From an optimization exercise on the open Yosys and OpenROAD flow, aimed at small area and a short achievable clock period; shortcuts taken in it are not production practice.
In this exercise RTL edits were held to simulation tests only and were not proved equivalent to the original.

## part2
module part2 (
    clear,
    clock,
    digit,
    digit_valid,
    end_of_line,
    total,
    line_result
);
==> flow/config.mk <==
export PLATFORM = sky130hd
export DESIGN_NAME = part2
export DESIGN_NICKNAME = part2
export VERILOG_FILES = /design/flow/design.v
export SDC_FILE = /design/flow/constraint.sdc
export NUM_CORES = 4
export LEC_CHECK = 0
export ABC_AREA = 1
export CAP_MARGIN = 20
export CORE_MARGIN = 2
export CORE_UTILIZATION = 40
export SLEW_MARGIN = 20
==> flow/constraint.sdc <==
create_clock -name core_clock -period 6.5 [get_ports {clock}]
set_input_delay 1.3000 -clock core_clock [delete_from_list [all_inputs] [get_ports {clock}]]
set_output_delay 1.3000 -clock core_clock [all_outputs]
set_load 0.01 [all_outputs]
standard.sh (not shown) runs the stock make flow with config.mk's settings and CLKGATE_MAP_FILE= SYNTH_SCRIPT=/design/flow/synth_recipe.tcl, a recipe that flattens the netlist after the stock synthesis.
==> flow/flow/run.sh <==
#!/bin/bash
# The standard layout, except that synthesis maps adders to plain gates
# (no full/half adder cells), so ABC can restructure the arithmetic.
set -euo pipefail
bash standard.sh ADDER_MAP_FILE= finish > standard_flow.log 2>&1
The baseline finished clean.
Then changed:
==> flow/flow/run.sh (replaced) <==
#!/bin/bash
set -euo pipefail
here=$(pwd)
rm -rf "$here/synth_scripts"
cp -r "$FLOW_HOME/scripts" "$here/synth_scripts"
cp "$here/flow/abc_area.script" "$here/synth_scripts/abc_area.script"
bash standard.sh ADDER_MAP_FILE= SCRIPTS_DIR="$here/synth_scripts" synth > synth.log 2>&1
bash standard.sh ADDER_MAP_FILE= finish > layout.log 2>&1
==> flow/flow/abc_area.script (new file) <==
strash
dch
map -D 3000
topo
stime -c
buffer -c
upsize -c -D 3000
dnsize -c -D 3000
- SETUP_SLACK_MARGIN: not set -> 2.2
=> Final cell count falls by 18%. Via count falls by 17%. Final area falls by 11%. Global-route usage falls by 0.56 points. Core utilization rises by 2.9 points. Worst hold slack improves by 10 ps. Setup slack improves by 260 ps. Routed wire length falls by 16%. Synthesized area falls by 15%.
Then changed:
==> flow/flow/run.sh (replaced) <==
#!/bin/bash
# The standard layout, except that synthesis maps adders to plain gates
# (no full/half adder cells), so ABC can restructure the arithmetic.
set -euo pipefail
bash standard.sh ADDER_MAP_FILE= finish > standard_flow.log 2>&1
- SETUP_SLACK_MARGIN: 2.2 -> 2.5
removed: flow/flow/abc_area.script
The changed run went through all stages and came out clean.
Final area came out higher by 12%.
Maximum frequency came out higher by 6.1%.
Register-to-register slack improved by 310 ps.
Then changed:
==> flow/flow/run.sh (replaced) <==
#!/bin/bash
set -euo pipefail
here=$(pwd)
rm -rf "$here/synth_scripts"
cp -r "$FLOW_HOME/scripts" "$here/synth_scripts"
cp "$here/flow/abc_area.script" "$here/synth_scripts/abc_area.script"
bash standard.sh ADDER_MAP_FILE= SCRIPTS_DIR="$here/synth_scripts" synth > synth.log 2>&1
bash standard.sh ADDER_MAP_FILE= finish > layout.log 2>&1
==> flow/flow/abc_area.script (new file) <==
strash
dch
map -D 2500
topo
stime -c
buffer -c
upsize -c -D 2500
dnsize -c -D 2500
- CORE_UTILIZATION: 40 -> 65
Synthesized area falls by 12%.
Sequential share of layout area rises by 1.1 points.
Synthesized cell count falls by 20%.
Worst setup slack degrades by 270 ps.
Then changed:
==> flow/flow/run.sh (replaced) <==
#!/bin/bash
# The standard layout (standard.sh), with these changes:
#  - synthesis leaves adders to ABC as plain gates (ADDER_MAP_FILE empty: no
#    full or half adder cells), so ABC can restructure the arithmetic;
#  - ABC's area script maps for a delay target (flow/abc_area.script) instead
#    of the unreachable default, so it can recover area off the critical paths;
set -euo pipefail
here=$(pwd)
rm -rf "$here/synth_scripts"
cp -r "$FLOW_HOME/scripts" "$here/synth_scripts"
cp "$here/flow/abc_area.script" "$here/synth_scripts/abc_area.script"
bash standard.sh ADDER_MAP_FILE= SCRIPTS_DIR="$here/synth_scripts" synth > synth.log 2>&1
export BUFFER_PORTS_ARGS="-buffer_cell sky130_fd_sc_hd__buf_2"
bash standard.sh ADDER_MAP_FILE= "BUFFER_PORTS_ARGS=$BUFFER_PORTS_ARGS" finish > layout.log 2>&1
==> flow/flow/abc_area.script (replaced) <==
strash
dch -f
map -D 3000
topo
stime -c
buffer -c
upsize -c -D 3000
dnsize -c -D 3000
- CORE_UTILIZATION: 65 -> 40
- SETUP_SLACK_MARGIN: 2.5 -> 2.2
=>
- The new run passed the timing, design-rule and antenna checks
- routed wire length goes down by 14%
- worst setup slack gains 50 ps
- clock-buffer cell count goes up by 3
- final cell count goes up by 2.9%
- global-route usage goes down by 14 points
- via count goes down by 13%
- cell area goes down by 11%
- synthesized cell count goes down by 1.4%
Then changed:
==> flow/flow/run.sh (replaced) <==
#!/bin/bash
set -euo pipefail
here=$(pwd)
rm -rf "$here/synth_scripts"
cp -r "$FLOW_HOME/scripts" "$here/synth_scripts"
cp "$here/flow/abc_area.script" "$here/synth_scripts/abc_area.script"
bash standard.sh ADDER_MAP_FILE= SCRIPTS_DIR="$here/synth_scripts" synth > synth.log 2>&1
bash standard.sh ADDER_MAP_FILE= finish > layout.log 2>&1
==> flow/flow/abc_area.script (replaced) <==
strash
dch
map -D 3000
topo
stime -c
buffer -c
upsize -c -D 3000
dnsize -c -D 3000
- SETUP_SLACK_MARGIN: 2.2 -> 3.0
=>
- The new run finished clean
- die area went up by 1.3%
- routed wire length went up by 18%
- worst setup slack is better by 160 ps
- global-route usage went up by 2.7 points
- fmax went up by 4.2%


Setup of build 9:
part2, a different RTL version from the one above (not shown whole).
For scale: about 160 flip-flops, ~120 I/O pins, roughly 16000 um2 of cells after synthesis.
// part2
module part2 (
    clear,
    clock,
    digit,
    digit_valid,
    end_of_line,
    total,
    line_result
);
clock: 6.5 ns
lec_check: 0
abc_area: 1
cap_margin: 20
core_margin: 2
core_utilization: 40
cts_buf_list: sky130_fd_sc_hd__clkbuf_8
setup_slack_margin: 2.75
slew_margin: 20
==> flow/flow/run.sh <==
#!/bin/bash
# The standard layout (standard.sh), with these changes:
#  - synthesis leaves adders to ABC as plain gates (ADDER_MAP_FILE empty: no
#    full or half adder cells), so ABC can restructure the arithmetic;
#  - ABC's area script maps for a delay target (flow/abc_area.script) instead
#    of the unreachable default, so it can recover area off the critical paths;
set -euo pipefail
here=$(pwd)
rm -rf "$here/synth_scripts"
cp -r "$FLOW_HOME/scripts" "$here/synth_scripts"
cp "$here/flow/abc_area.script" "$here/synth_scripts/abc_area.script"
bash standard.sh ADDER_MAP_FILE= SCRIPTS_DIR="$here/synth_scripts" synth > synth.log 2>&1
export BUFFER_PORTS_ARGS="-buffer_cell sky130_fd_sc_hd__buf_2"
bash standard.sh ADDER_MAP_FILE= "BUFFER_PORTS_ARGS=$BUFFER_PORTS_ARGS" finish > layout.log 2>&1
==> flow/flow/abc_area.script <==
strash
dch -f
map -D 2500 -A 0.9
topo
stime -c
buffer -c
upsize -c -D 2500
dnsize -c -D 2500
#### Input delta (build 20 over build 9)
Settings: setting TNS_END_PERCENT to 20 for the first time.
- Setup slack (build 20 over build 9): decrease, 99 ps
- Build 20 against build 9; maximum frequency is down by a few percent.
- On build 20: setup fix buffers added after clock tree synthesis is 6 lower than what build 9 gave.
- Build 20 vs. build 9: post-route clock period utilization increased by 1.5 points relative to the old numbers; cell area decreased by 160 um2 relative to the old numbers.
- Row maximum net fanout on the critical path: build 20 higher / build 9 lower
#### Input delta (build 3 over build 20)
Settings: TNS_END_PERCENT no longer set, was 20; CORE_UTILIZATION now 45, was 40.
### Flow results
Going from build 20 to build 3, the final instance area was found to have gone up by 160 um2. There was hardly any difference in required time at the endpoint of the critical path between build 20 and build 3. Build 20 → build 3: area enclosed by the die boundary moved down, end-of-flow core utilization rose 6.0 points, height of the die lost 5.6%. Between build 20 and build 3, the flow reports non-clock buffer count increasing by a little under 10%. Of build 20 and build 3, build 20 shows the higher number of instances in the placed design, with build 3 below it.
diff inputs: build 3 => build 34
Settings: CORE_UTILIZATION: 45 -> 40.
==> flow/flow/abc_area.script <==
strash
dch -f
map -D 2300 -A 0.9
topo
stime -c
buffer -c
upsize -c -D 2300
dnsize -c -D 2300
[summary]
No run among build 34 and build 3 stopped early or left any final violation; all are clean.
Clock skew was higher in build 34 than in build 3.
Compound-gate portion of the synthesized area (higher): build 34
Taking build 34 as 1.0, build 3 lands at 0.944 on overall routed net length.
Build 34 vs build 3 on global-route met1 utilization: build 34 is the lower one.
Compared to build 3, build 34 has worst setup slack 57 ps lower.
Lower final layout net count goes to build 3 over build 34.
Cmp build 34 vs build 3: worst slack at placement lower in build 34
Input changes introduced in build 33 (baseline for comparison: build 34):
Settings: clearing CTS_BUF_LIST, which used to be sky130_fd_sc_hd__clkbuf_8.
==> flow/flow/abc_area.script <==
strash
dch -f
map -D 2500 -A 0.9
topo
stime -c
buffer -c
upsize -c -D 2500
dnsize -c -D 2500
[summary]
Wire length on met1: build 33 < build 34. Going from build 34 to build 33, critical path depth rose by 2; fmax stayed essentially flat.


== build 38 ==
Another version of the RTL of part2 (not shown whole).
Size: ~3100 cells after synthesis, roughly 160 flip-flops, ~0.017 sq mm of cells after synthesis.
export LEC_CHECK = 0
export ABC_AREA = 1
export CAP_MARGIN = 20
export CORE_MARGIN = 2
export CORE_UTILIZATION = 40
export SETUP_SLACK_MARGIN = 2.9
export SLEW_MARGIN = 20
create_clock -name core_clock -period 6.5 [get_ports {clock}]
==> flow/flow/abc_area.script <==
strash
dch -f
map -D 2000 -A 0.9
topo
stime -c
buffer -c
upsize -c -D 2000
dnsize -c -D 2000
Scripts as last shown in full above: flow/flow/run.sh
Build 38 completed every stage of the flow, and the final layout passed the timing, design-rule and antenna checks.
diff inputs: build 38 => build 87
==> flow/flow/abc_area.script <==
strash
dch -f
map -D 2500 -A 0.9
topo
stime -c
buffer -c
upsize -c -D 2500
dnsize -c -D 2500
### Flow results
Number of cell rows in build 87 is 2 lower than in build 38. Maximum clock frequency in build 87 is 0.0048 GHz higher than in build 38. On build 87: synthesized area is about 6% lower than what build 38 gave. Delta (build 87 minus build 38): worst-margin pin slew has increased, cell area has decreased.
For build 46, these inputs were changed with respect to build 87:
Settings: SETUP_SLACK_MARGIN: 2.9 -> 2.2.
==> flow/flow/abc_area.script <==
strash
dch -f
map -D 3000 -A 0.9
topo
stime -c
buffer -c
upsize -c -D 3000
dnsize -c -D 3000
--- outcome ---
Build 46 vs build 87: multi-input logic cell count down. Build 46 vs build 87, full die area went down by about 4%. Placer's final routability congestion estimate, build 87 and build 46: lower on build 46. Compared with build 87, build 46 shows a number of library cell types mapped by synthesis that is 11 lower. In the tables for build 87 and build 46, remaining max-slew budget at the tightest pin reads lower with build 46. Net count of the finished layout, build 87 and build 46: larger value in build 87.


== run A ==
RTL: one of the versions met above, not the one the previous note started from.
Size in the first run: ~2800 cells after synthesis, roughly 160 flip-flops, roughly 0.016 mm² of cells after synthesis.
export LEC_CHECK = 0
export ABC_AREA = 1
export CAP_MARGIN = 20
export CORE_MARGIN = 2
export CORE_UTILIZATION = 40
export SETUP_SLACK_MARGIN = 2.9
export SLEW_MARGIN = 20
create_clock -name core_clock -period 6.5 [get_ports {clock}]
==> flow/flow/abc_area.script <==
strash
dch -f
map -D 2500 -A 0.9
topo
stime -c
buffer -c
upsize -c -D 2500
dnsize -c -D 2500
Scripts as last shown in full above: flow/flow/run.sh
Run A went all the way through synthesis, placement and routing and the layout is clean on timing, DRC and antenna.
Edits applied to the flow inputs when going from run A to run B:
- swapping 2.9 for 2.6 in SETUP_SLACK_MARGIN
Diff run A -> run B: minimum setup slack in the final design fell by 180 ps, number of filler cells placed in the layout has increased, largest driver fanout on the critical path up 1, final period demand of the worst path rose 180 ps.
Run A -> run B: wire length on met1 increased slightly
Of run A and run B, the lower routed wire length belongs to run B.
Side by side, data arrival time of the critical path turned out higher in run B than in run A.
Routed length per instance essentially unchanged between run B and run A.
When run B is set beside run A, its design area turns out to be 4.0% smaller.
Run B: number of inserted diodes 1 below run A
[inputs] run C vs run B
- swapping 2.6 for 2.75 in SETUP_SLACK_MARGIN
- putting CTS_CLUSTER_SIZE at 40 where nothing was set
- putting CTS_CLUSTER_DIAMETER at 100 where nothing was set
==> run summary <==
Run C ran to completion and came out clean on the timing, design-rule and antenna checks.
On number of clock sinks, run C tracks run B almost exactly.
Summary of run C over run B: area of all placed cells without fillers up 0.99%; sequential portion of the cell area flat.


RTL: one of the versions met above, not the one the previous note started from.
For scale: ~120 I/O pins, ~16000 um^2 of cells after synthesis.
export LEC_CHECK = 0
export ABC_AREA = 1
export CAP_MARGIN = 20
export CORE_MARGIN = 2
export CORE_UTILIZATION = 40
export CTS_BUF_LIST = sky130_fd_sc_hd__clkbuf_4 sky130_fd_sc_hd__clkbuf_8
export SETUP_SLACK_MARGIN = 2.2
export SLEW_MARGIN = 20
create_clock -name core_clock -period 6.5 [get_ports {clock}]
==> flow/flow/abc_area.script <==
strash
dch
map -D 3000
topo
stime -c
buffer -c
upsize -c -D 3000
dnsize -c -D 3000
Scripts as last shown in full above: flow/flow/run.sh
Rerun with:
==> flow/run.sh (new file) <==
#!/bin/bash
# synth_recipe.tcl (not shown) runs the flow's synth.tcl, then flattens the netlist and writes it again
# the make line also repeats each setting of config.mk as NAME=value (left out here)
make -C /OpenROAD-flow-scripts/flow DESIGN_CONFIG=/design/flow/config.mk WORK_HOME=/design/flow/orfs CLKGATE_MAP_FILE= SYNTH_SCRIPT=/design/flow/synth_recipe.tcl finish
Settings changed: CTS_BUF_LIST sky130_fd_sc_hd__clkbuf_4 sky130_fd_sc_hd__clkbuf_8 to default, SETUP_SLACK_MARGIN 2.2 to 2.0.
removed: flow/flow/run.sh
removed: flow/flow/abc_area.script
removed: flow/standard.sh
Outcome:
- global-route usage shrinks by 0.15 points
- cell area rose by about a fifth
- critical path depth grows by 7
Rerun with:
==> flow/flow/run.sh (new file) <==
#!/bin/bash
# The standard layout (standard.sh), with these changes:
#  - synthesis leaves adders to ABC as plain gates (ADDER_MAP_FILE empty: no
#    full or half adder cells), so ABC can restructure the arithmetic;
#  - ABC's area script maps for a delay target (flow/abc_area.script) instead
#    of the unreachable default, so it can recover area off the critical paths;
set -euo pipefail
here=$(pwd)
rm -rf "$here/synth_scripts"
cp -r "$FLOW_HOME/scripts" "$here/synth_scripts"
cp "$here/flow/abc_area.script" "$here/synth_scripts/abc_area.script"
bash standard.sh ADDER_MAP_FILE= SCRIPTS_DIR="$here/synth_scripts" synth > synth.log 2>&1
export BUFFER_PORTS_ARGS="-buffer_cell sky130_fd_sc_hd__buf_2"
bash standard.sh ADDER_MAP_FILE= "BUFFER_PORTS_ARGS=$BUFFER_PORTS_ARGS" finish > layout.log 2>&1
==> flow/flow/abc_area.script (new file) <==
strash
dch -f
map -D 3000 -A 0.9
topo
stime -c
buffer -c
upsize -c -D 3000
dnsize -c -D 3000
==> flow/standard.sh (new file) <==
#!/bin/bash
# synth_recipe.tcl (not shown) runs the flow's synth.tcl, then flattens the netlist and writes it again
# the make line also repeats each setting of config.mk as NAME=value (left out here)
make -C /OpenROAD-flow-scripts/flow DESIGN_CONFIG=/design/flow/config.mk WORK_HOME=/design/flow/orfs CLKGATE_MAP_FILE= SYNTH_SCRIPT=/design/flow/synth_recipe.tcl "${@:-finish}"
Settings changed: GPL_TIMING_DRIVEN from default to 1, SETUP_SLACK_MARGIN 2.0 to 2.2.
removed: flow/run.sh
After rerunning: The changed run completed without violations. Wire length falls by a few percent. Maximum frequency rises by about a fifth. Hold slack gets worse by 0.0038 ns. Count of clock-buffer cells in the layout stays the same. Via count rises by roughly a tenth. Die area falls by a few percent. Worst setup slack gets better by 0.71 ns. Cell count rises by about a fifth.
Rerun with:
==> flow/flow/run.sh (replaced) <==
#!/bin/bash
set -euo pipefail
here=$(pwd)
rm -rf "$here/synth_scripts"
cp -r "$FLOW_HOME/scripts" "$here/synth_scripts"
cp "$here/flow/abc_area.script" "$here/synth_scripts/abc_area.script"
bash standard.sh ADDER_MAP_FILE= SCRIPTS_DIR="$here/synth_scripts" synth > synth.log 2>&1
bash standard.sh ADDER_MAP_FILE= finish > layout.log 2>&1
==> flow/flow/abc_area.script (replaced) <==
strash
dch
map -D 3000
topo
stime -c
buffer -c
upsize -c -D 3000
dnsize -c -D 3000
Settings changed: CORE_UTILIZATION 40 to 65, GPL_TIMING_DRIVEN 1 to default.
Effect: Worst setup slack is worse by 0.18 ns. Global-route usage goes up by 12 points. Cell count goes down by 11%. Core utilization goes up by 32 points. Fmax goes down by 4.3%. Final area goes up by 2.8%. Via count goes up by 4.8%. Wire length goes up by 1.1%.
Rerun with:
==> flow/flow/abc_area.script (replaced) <==
strash
dch
map -D 2500
topo
stime -c
buffer -c
upsize -c -D 2500
dnsize -c -D 2500
Settings changed: CORE_UTILIZATION 65 to 40, SETUP_SLACK_MARGIN 2.2 to 2.5.
Global-route usage drops by 11 points.
Cell area went up by a little under a tenth.
Synthesized area came out higher by a few percent.
Worst hold slack gets better by 0.0072 ns.
Rerun with:
==> flow/flow/run.sh (replaced) <==
#!/bin/bash
# The standard layout, except that synthesis maps adders to plain gates
# (no full/half adder cells), so ABC can restructure the arithmetic.
set -euo pipefail
bash standard.sh ADDER_MAP_FILE= finish > standard_flow.log 2>&1
Settings changed: SETUP_SLACK_MARGIN 2.5 to 3.5.
removed: flow/flow/abc_area.script
- routed wire length is higher by 48%
- maximum frequency is higher by 11%
- synthesized area is higher by about 13%
- die area is higher by about 13%
- final area is higher by 50%
- via count is higher by about 40%
- clock skew is higher by 0.0065 ns

-- port drivers added, routing unchanged --
The results above use ideal ports. As a check the final layouts listed here were re-extracted and re-timed, cells and wires unchanged.
Step 1 sets driving cells, clkbuf_16 on the clock port and buf_2 on the other inputs (assumed; they add their load-dependent delay and slew).
Step 2 also shifts input and output timing later by t, the mid clock arrival at the registers, as if the neighbouring blocks saw the same clock.
a / b / c = ideal ports / drivers / drivers and shift; a / b = the first two.
run | shift t [ns] | setup slack, ns | worst hold slack (ns) | worst data-port slew with drivers (ns)
the first run of note 1 | 0.521 | 2.171 / 2.119 / 2.269 | 0.465 / 0.465 / 0.465 | 0.03
the second run of note 1 | 0.511 | 2.436 / 2.419 / 1.953 | 0.475 / 0.475 / 0.475 | 0.05
the third run of note 1 | 0.522 | 2.671 / 2.618 / 2.319 | 0.466 / 0.466 / 0.466 | 0.03
the fourth run of note 1 | 0.506 | 2.406 / 2.406 / 2.106 | 0.472 / 0.472 / 0.472 | 0.04
the fifth run of note 1 | 0.517 | 2.456 / 2.402 / 2.077 | 0.471 / 0.471 / 0.471 | 0.03
the sixth run of note 1 | 0.522 | 2.620 / 2.620 / 2.499 | 0.468 / 0.468 / 0.468 | 0.05
build 9 | 0.565 | 2.899 / 2.848 / 2.621 | 0.480 / 0.480 / 0.480 | 0.03
build 20 | 0.565 | 2.801 / 2.749 / 2.484 | 0.480 / 0.480 / 0.480 | 0.03
build 3 | 0.536 | 2.909 / 2.858 / 2.535 | 0.475 / 0.475 / 0.475 | 0.03
build 34 | 0.566 | 2.852 / 2.801 / 2.522 | 0.475 / 0.475 / 0.475 | 0.03
build 33 | 0.514 | 2.861 / 2.805 / 2.688 | 0.477 / 0.477 / 0.477 | 0.03
build 38 | 0.514 | 2.891 / 2.838 / 2.708 | 0.474 / 0.474 / 0.474 | 0.04
build 87 | 0.512 | 2.952 / 2.896 / 2.625 | 0.469 / 0.469 / 0.469 | 0.03
build 46 | 0.494 | 2.560 / 2.505 / 2.216 | 0.470 / 0.470 / 0.470 | 0.03
run A | 0.520 | 2.971 / 2.912 / 2.662 | 0.488 / 0.488 / 0.488 | 0.08
run B | 0.516 | 2.789 / 2.733 / 2.480 | 0.477 / 0.477 / 0.477 | 0.03
run C | 0.514 | 2.861 / 2.805 / 2.688 | 0.477 / 0.477 / 0.477 | 0.03
the first run of note 5 | 0.579 | 2.494 / 2.446 / 2.251 | 0.472 / 0.472 / 0.472 | 0.03
the second run of note 5 | 0.517 | 1.813 / 1.813 / 1.787 | 0.468 / 0.468 / 0.468 | 0.03
the third run of note 5 | 0.517 | 2.526 / 2.470 / 2.533 | 0.464 / 0.464 / 0.464 | 0.03
the fourth run of note 5 | 0.493 | 2.346 / 2.305 / 1.883 | 0.468 / 0.468 / 0.468 | 0.03
the fifth run of note 5 | 0.523 | 2.647 / 2.597 / 2.253 | 0.475 / 0.475 / 0.475 | 0.03
the sixth run of note 5 | 0.527 | 3.017 / 3.017 / 2.985 | 0.463 / 0.463 / 0.463 | 0.09
After both steps every run listed still meets setup and hold. The setup slack of the second run of note 1, which loses most, moves by -0.017 ns with the drivers and by -0.483 ns with both steps.
